What follows belongs to an exercise in optimizing a design on an open flow for small area, a short achievable clock period and few clock cycles per item; a production flow would make more cautious choices. Only simulation tests tie the RTL to the original design; equivalence was not proved. Power figures rest on the tool's default switching activity, not on a simulated workload.

==> design.v <==
module LASER (
input CLK,
input RST,
input [3:0] X,
input [3:0] Y,
output reg [3:0] C1X,
output reg [3:0] C1Y,
output reg [3:0] C2X,
output reg [3:0] C2Y,
output  DONE);
    reg [2:0] curr_state,next_state;
    localparam READDATA = 3'b000,
                BUSY = 3'b001,
                FINISH = 3'b010;
    always @(posedge CLK or posedge RST) begin
        if(RST)
            curr_state <= 3'b000;
        else
            curr_state <= next_state;
    end
    wire read_done;
    wire busy_done;
    reg [3:0] reg_X [39:0]; 
    reg [3:0] reg_Y [39:0]; 
    reg [5:0] cnt;
    reg [3:0] tmp_x,tmp_y;
        reg [3:0] find_cnt;
    assign DONE = (curr_state == FINISH);
    assign read_done = (curr_state == READDATA) & (cnt == 6'd40);
    assign busy_done = find_cnt == 4'd3;
    always @(*) begin
        case(curr_state)
            READDATA:begin
                if(read_done)                                              
                    next_state = BUSY;
                else
                    next_state = READDATA;  
            end
            BUSY:begin
                if(busy_done)
                    next_state = FINISH;
                else
                    next_state = BUSY;
            end
            default:begin
                next_state = READDATA;
            end
        endcase
    end
    always @(posedge CLK or posedge RST) begin
        if(RST)
            cnt <= 6'b0;
        else if((curr_state == READDATA) & (next_state == BUSY))
            cnt <= 6'b0;
        else if(curr_state == READDATA)
            cnt <= cnt + 1'b1; 
        else if(curr_state == BUSY)
            cnt <=(cnt == 6'd40)?6'b0 :( cnt + 1'b1);
        else 
            cnt <= 6'b0;
    end
    always @(posedge CLK) begin
        if(curr_state == READDATA) begin
            reg_X[cnt] <= X;
            reg_Y[cnt] <= Y;
        end
    end
    always @(posedge CLK or posedge RST) begin
        if(RST) begin
            tmp_x <= 4'b0;
            tmp_y <= 4'b0;
        end 
        else if(curr_state == BUSY) begin
            if((tmp_x == 4'd15) & (cnt == 6'd40)) begin
                tmp_x <= 4'd0;
                tmp_y <= tmp_y + 1'b1;
            end
            else if(cnt == 6'd40)
                tmp_x <= tmp_x + 1'b1;
            else begin
                tmp_x <= tmp_x;
                tmp_y <= tmp_y;
            end            
        end
        else begin
            tmp_x <= 4'b0;
            tmp_y <= 4'b0;
        end
    end
    reg cur_circle;
    reg [4:0] dist_x1, dist_x2, dist_y1, dist_y2;
    reg [4:0] tmp_max_x,tmp_max_y;
    reg [5:0] max_point, tmp_max;
    always @(posedge CLK or posedge RST) begin
        if(RST) begin
            cur_circle <= 1'b1;
        end
        else if(DONE) begin
            cur_circle <= 1'b1;
        end
        else if((curr_state == BUSY) & (cnt == 6'd40) & (tmp_y == 6'd15) & (tmp_x == 6'd15)) begin
            cur_circle <= !cur_circle;
        end
        else begin
            cur_circle <= cur_circle;
        end
    end
    always @(posedge CLK or posedge RST) begin
        if(RST) begin
            find_cnt <= 4'b0;
        end
        else if(find_cnt == 4'd3)
            find_cnt <= 4'b0 ;
        else if((curr_state == BUSY) & (cnt == 6'd40) & (tmp_y == 6'd15) & (tmp_x == 6'd15)) begin
            find_cnt <= find_cnt + 4'b1;
        end
        else begin
            find_cnt <= find_cnt ;
        end
    end
    always @(posedge CLK or posedge RST) begin
        if(RST)
            max_point <= 6'd0;
        else if(tmp_max > max_point)
            max_point <= tmp_max;
        else if(busy_done)
            max_point <= 6'd0;
        else
            max_point <= max_point;
    end
    always @(posedge CLK or posedge RST) begin
        if(RST) begin
            C1X <= 4'b0;
            C2X <= 4'b0;
            C1Y <= 4'b0;
            C2Y <= 4'b0;
        end
        else if(DONE) begin
            C1X <= 4'b0;
            C2X <= 4'b0;
            C1Y <= 4'b0;
            C2Y <= 4'b0;
        end
        else if(tmp_max >= max_point) begin
            if(cur_circle) begin
                C2X <= tmp_x;
                C2Y <= tmp_y;
            end
            else begin
                C1X <= tmp_x;
                C1Y <= tmp_y;
            end
        end
        else if(DONE )begin
            C1X <= 4'b0;
            C2X <= 4'b0;
            C1Y <= 4'b0;
            C2Y <= 4'b0;
        end
        else begin
            C1X <= C1X;
            C2X <= C2X;
            C1Y <= C1Y;
            C2Y <= C2Y;
        end
    end
    always @(posedge CLK or posedge RST) begin
        if(RST)
            tmp_max <= 6'b0;
        else if(cnt == 6'd40)
            tmp_max <= 6'b0;
        else if(curr_state == BUSY)
            tmp_max <= tmp_max + 
            ((dist_x1 + dist_y1 <= 6'd4) || (dist_x1 <= 3 & dist_y1 <= 2) || (dist_x1 <= 2 & dist_y1 <= 3)
            || (dist_x2 + dist_y2 <= 6'd4) || (dist_x2 <= 3 & dist_y2 <= 2) || (dist_x2 <= 2 & dist_y2 <= 3));
        else
            tmp_max <= 6'b0;
    end
    always @(*) begin
        if(cnt ==6'd40) begin
            dist_x1 = 5'd10;
            dist_y1 = 5'd10;
            dist_x2 = 5'd10;
            dist_y2 = 5'd10;
        end
        else if(!cur_circle) begin
            dist_x1 = (tmp_x > reg_X[cnt])? tmp_x - reg_X[cnt] : reg_X[cnt] - tmp_x;
            dist_y1 = (tmp_y > reg_Y[cnt])? tmp_y - reg_Y[cnt] : reg_Y[cnt] - tmp_y;
            dist_x2 = (C2X > reg_X[cnt])? C2X - reg_X[cnt] : reg_X[cnt] - C2X;
            dist_y2 = (C2Y > reg_Y[cnt])? C2Y - reg_Y[cnt] : reg_Y[cnt] - C2Y;
        end else begin
            dist_x1 = (tmp_x > reg_X[cnt])? tmp_x - reg_X[cnt] : reg_X[cnt] - tmp_x;
            dist_y1 = (tmp_y > reg_Y[cnt])? tmp_y - reg_Y[cnt] : reg_Y[cnt] - tmp_y;
            dist_x2 = (C1X > reg_X[cnt])? C1X - reg_X[cnt] : reg_X[cnt] - C1X;
            dist_y2 = (C1Y > reg_Y[cnt])? C1Y - reg_Y[cnt] : reg_Y[cnt] - C1Y;
        end
    end
endmodule
==> run.sh <==
#!/bin/bash
# synth_recipe.tcl (not shown) runs the flow's synth.tcl, then flattens the netlist and writes it again
# the make line also repeats each setting of config.mk as NAME=value (left out here)
make -C /OpenROAD-flow-scripts/flow DESIGN_CONFIG=/design/flow/config.mk WORK_HOME=/design/flow/orfs CLKGATE_MAP_FILE= SYNTH_SCRIPT=/design/flow/synth_recipe.tcl finish
==> config.mk <==
export PLATFORM = sky130hd
export DESIGN_NAME = LASER
export DESIGN_NICKNAME = LASER
export VERILOG_FILES = /design/flow/design.v
export SDC_FILE = /design/flow/constraint.sdc
export NUM_CORES = 4
export LEC_CHECK = 0
export CAP_MARGIN = 20
export CORE_MARGIN = 2
export CORE_UTILIZATION = 40
export SLEW_MARGIN = 20
==> constraint.sdc <==
create_clock -name core_clock -period 8.0 [get_ports {CLK}]
set_input_delay 1.6000 -clock core_clock [delete_from_list [all_inputs] [get_ports {CLK}]]
set_output_delay 1.6000 -clock core_clock [all_outputs]
set_load 0.01 [all_outputs]
==> summary.txt <==
# TYPE chip_impl_metric gauge
chip_impl_metric{name="first_pass_grt_wire_length",unit="um"} 65300
chip_impl_metric{name="gp_routability_congestion",unit=""} 0.913
chip_impl_metric{name="max_cap_violations",unit=""} 0
chip_impl_metric{name="clock_path_buffers",unit=""} 3
chip_impl_metric{name="postRouteWirelength",unit="um"} 42700
chip_impl_metric{name="multi_input_comb_area",unit="um^2"} 5550
chip_impl_metric{name="cts_post_setup_buffers_inserted",unit=""} 0
chip_impl_metric{name="clock_skew",unit="ns"} 0.0181
chip_impl_metric{name="detail_route.first_pass.iterations",unit=""} 5
chip_impl_metric{name="timing_max_transition_violations_final",unit=""} 0
chip_impl_metric{name="filler_cell_count",unit=""} 3630
chip_impl_metric{name="clkLatencyLatePin",unit="ns"} 0.55
chip_impl_metric{name="hold_viol",unit=""} 0
chip_impl_metric{name="grt_start_max_net_pins",unit=""} 50
chip_impl_info{name="worst_hold_path_type",value="reg2reg"} 1
chip_impl_metric{name="ant_nets",unit=""} 0
chip_impl_metric{name="syn_nets",unit=""} 1330
chip_impl_metric{name="globalRouteOverflowTotal",unit=""} 0
chip_impl_info{name="grt_setup_unrepaired",value="false"} 1
chip_impl_metric{name="dp_slack",unit="ns"} 1.39
chip_impl_metric{name="start_util",unit="%"} 40.3
chip_impl_metric{name="timing.slew.headroom",unit="%"} 27.6
chip_impl_metric{name="die-height",unit="um"} 209
chip_impl_metric{name="total_power",unit="mW"} 3.96
chip_impl_metric{name="power.leakage",unit="nW"} 6.58
chip_impl_metric{name="worst_ep_arrival_time",unit="ns"} 7.06
chip_impl_metric{name="final-setup-viol-count",unit=""} 0
chip_impl_metric{name="antenna_cells_inserted",unit=""} 0
chip_impl_metric{name="ir_drop",unit="mV"} 0.208
chip_impl_metric{name="post_layout_nonfiller_instances",unit=""} 1823
chip_impl_metric{name="die_area",unit="um^2"} 43700
chip_impl_info{name="synth_top_flop_cell",value="sky130_fd_sc_hd__edfxtp_1"} 1
chip_impl_metric{name="sequential_area_share_after_synthesis",unit="%"} 64.4
chip_impl_metric{name="power.density",unit="nW/um^2"} 209
chip_impl_metric{name="clkSinkCount",unit=""} 369
chip_impl_metric{name="drc",unit=""} 0
chip_impl_metric{name="synth.cell_area",unit="um^2"} 16800
chip_impl_metric{name="grt_pass1_vias",unit=""} 10700
chip_impl_metric{name="final.setup.tns",unit="ns"} 0
chip_impl_metric{name="worst-path-max-fanout",unit=""} 41
chip_impl_info{name="cts.root.buffer_cell",value="sky130_fd_sc_hd__clkbuf_16"} 1
chip_impl_metric{name="wl_per_cell",unit="um"} 23.4
chip_impl_metric{name="minimum_clock_period",unit="ns"} 6.63
chip_impl_metric{name="max_slew.worst_pin.slew",unit="ns"} 1.09
chip_impl_metric{name="worst_ep_required_time",unit="ns"} 8.43
chip_impl_metric{name="number_of_resized_instances_in_the_post_cts_repair_step",unit=""} 0
chip_impl_info{name="outcome",value="no timing/DRC/antenna violations"} 1
chip_impl_metric{name="area_growth_syn_to_fin",unit="%"} 12.7
chip_impl_info{name="critical_path.top_delay_family",value="compound AO/OA/AOI/OAI gates"} 1
chip_impl_metric{name="timing.final.ws_setup",unit="ns"} 1.37
chip_impl_metric{name="ys_seq_elements",unit=""} 369
chip_impl_metric{name="rows",unit=""} 75
chip_impl_metric{name="drt_iter0_markers",unit=""} 935
chip_impl_metric{name="ffs_w_async_s_r_synth",unit="%"} 13.3
chip_impl_metric{name="seq_area",unit="um^2"} 10800
chip_impl_metric{name="via_count",unit=""} 10700
chip_impl_metric{name="yosys_warnings",unit=""} 1
chip_impl_metric{name="core-area",unit="um^2"} 41800
chip_impl_info{name="cts_tree",value="done"} 1
chip_impl_metric{name="fmax",unit="MHz"} 151
chip_impl_info{name="timing.setup.critical_path_class",value="reg2reg"} 1
chip_impl_metric{name="number_of_antenna_violations_at_the_first_check_in_global_routing",unit=""} 0
chip_impl_metric{name="cts-hold-fix-buffers",unit=""} 0
chip_impl_metric{name="ctsHtreeMaxLevel",unit=""} 2
chip_impl_info{name="timing.critical_path.to_type",value="flop"} 1
chip_impl_metric{name="syn_inst",unit=""} 1235
chip_impl_metric{name="cts.clk_slew.worst_paths",unit="ns"} 0.06
chip_impl_metric{name="top_level_ports",unit=""} 27
chip_impl_metric{name="post-place-cells",unit=""} 1754
chip_impl_metric{name="vias_per_cell",unit=""} 5.86
chip_impl_metric{name="fp.dieW",unit="um"} 209
chip_impl_metric{name="synth-edff-count",unit=""} 320
chip_impl_metric{name="yosysUniqueCellTypes",unit=""} 73
chip_impl_metric{name="dp_hpwl",unit="um"} 26700
chip_impl_metric{name="timing.critical_path.buf_inv",unit=""} 2
chip_impl_metric{name="final.period_utilization",unit="%"} 82.9
chip_impl_metric{name="timing.critical_path.slowest_cell_delay",unit="ns"} 0.61
chip_impl_metric{name="layout-drive-gt1-share",unit="%"} 9.03
chip_impl_metric{name="cts_inserted_buffers",unit=""} 39
chip_impl_metric{name="post_synth.cell_area_avg",unit="um^2"} 13.6
chip_impl_metric{name="worst_hold_slack",unit="ns"} 0.535
chip_impl_info{name="startpoint_type",value="flop"} 1
chip_impl_metric{name="io_buffers",unit=""} 26
chip_impl_info{name="worst_path_max_delay_cell",value="sky130_fd_sc_hd__and3_2"} 1
chip_impl_metric{name="design.final.nets",unit=""} 1351
chip_impl_metric{name="grt_util_all_layers",unit="%"} 19.7
chip_impl_info{name="critPathMostFrequentCell",value="sky130_fd_sc_hd__ha_1"} 1
==> flip-flops by register name (all words and copies together), names as in the netlist <==
signal	flops
reg_X	160
reg_Y	160
cnt	6
max_point	6
tmp_max	6
C1X	4
C1Y	4
C2X	4
C2Y	4
find_cnt	4
tmp_x	4
tmp_y	4
curr_state	2
cur_circle	1
==> per-stage QoR <==
stage / utilization, % / cell area [um^2]
finish: 45.4 / 19000
global route: 45.4 / 19000
CTS: 45.4 / 19000
detailed placement: 42.3 / 17700
global placement: 42.3 / 17700
floorplan: - / 16800
==> final timing paths <==
check | startpoint | to | slack (ns) | cells past startpoint
max | cnt[0] | tmp_max[4] | 1.37 | 27
min | find_cnt[3] | find_cnt[3] | 0.54 | 1
max reg2reg | cnt[0] | tmp_max[4] | 1.37 | 27
min reg2reg | find_cnt[3] | find_cnt[3] | 0.54 | 1
max in group asynchronous | RST | cnt[2] | 5.95 | 3
min in group asynchronous | RST | find_cnt[0] | 1.57 | 3
==> cell families after synthesis <==
| kind of cell | synth area share, % |
|---|---|
| simple gates | 9.08 |
| fa+ha+maj | 6.94 |
| buf+inv | 2.82 |
| mux | 1.59 |
| xor+xnor | 1.25 |
| flops | 64.4 |
| compound gates | 13.9 |
==> Yosys cell counts, types with 14 or more instances <==
library cell,instances,share of area [%]
sky130_fd_sc_hd__nand2_1,46,1.0
sky130_fd_sc_hd__buf_2,16,0.48
sky130_fd_sc_hd__inv_1,51,1.1
sky130_fd_sc_hd__nor2_1,87,1.9
sky130_fd_sc_hd__and3_1,17,0.63
sky130_fd_sc_hd__nor3_1,16,0.48
sky130_fd_sc_hd__ha_1,71,5.3
sky130_fd_sc_hd__a22oi_1,130,5.8
sky130_fd_sc_hd__nand3_1,23,0.68
sky130_fd_sc_hd__nand4_1,37,1.4
sky130_fd_sc_hd__xnor2_1,18,0.94
sky130_fd_sc_hd__a22o_1,19,0.99
sky130_fd_sc_hd__fa_1,14,1.7
sky130_fd_sc_hd__a221oi_1,20,1.0
sky130_fd_sc_hd__nor2b_1,20,0.74
sky130_fd_sc_hd__clkbuf_1,40,0.89
sky130_fd_sc_hd__o21ai_0,37,1.1
sky130_fd_sc_hd__mux2i_1,20,1.2
sky130_fd_sc_hd__edfxtp_1,320,57
sky130_fd_sc_hd__a21oi_1,26,0.77
sky130_fd_sc_hd__dfrtp_1,48,7.1
==> layer usage <==
layer  GRT usage, %  vias up  wire, um
li1               -     4871         -
met1           27.0     5332     18300
met2           32.5      397     20400
met3           2.83       75      2950
met4           6.11        0      1060
met5              0        -         0
==> area by class of cell <==
type	instances	area share, %
multi-input cells	746	29.3
clock inverters	28	1.48
well taps	539	3.55
repair buffers	48	2.24
clock buffers	41	5.30
inverters	52	1.03
flip-flops and latches	369	57.1
==> worst register-to-register path: cells and delay by family (launching register included) <==
| family | cells | cell delay [ns] |
|---|---|---|
| flops | 1 | 0.46 |
| compound gates | 10 | 2.16 |
| mux | 1 | 0.26 |
| buf+inv | 2 | 0.44 |
| simple gates | 8 | 1.76 |
| xor+xnor | 2 | 0.31 |
| fa+ha+maj | 4 | 1.14 |
==> cells in the final DEF, fill, tap and decap left out, drive strengths merged, types with 23 or more instances in the layout <==
master	Yosys	final
a21oi	29	29
a22oi	130	130
clkbuf	40	41
clkdlybuf4s50	0	26
dfrtp	48	48
edfxtp	320	320
ha	71	71
inv	51	53
nand2	47	47
nand3	23	23
nand4	37	37
nor2	87	87
o21ai	42	42
==> power breakdown <==
group,switching [mW],internal (mW)
clock network,0.754,1.08
registers,0,2.09
logic,0.0317,0.00675
total,0.785,3.17
Testbench counts, summed over its fixed seeds: cycles 1,513,488, items 48.

[what the ideal ports hide]
In the flow no input, the clock included, has a driving cell. The finished layout below was timed again as built, in two steps. Step 1: set_driving_cell puts a clkbuf_16 on CLK and a buf_2 on each other input, an assumption about the parent block. Step 2 times the ports against the registers' clock, not the clock port: input delays grow and output delays shrink by t, the midpoint of the rising clock arrivals with the driver on. Three values: no drivers, after step 1, after step 2; two values: the first two.
shift t [ns]: 0.589
setup slack, ns: 1.366 / 1.366 / 1.366
worst setup path at the end: register to register
After both steps setup and hold are still met in this run. For this run, drivers alone change the setup slack by 0.000 ns; drivers and shift together by 0.000 ns.
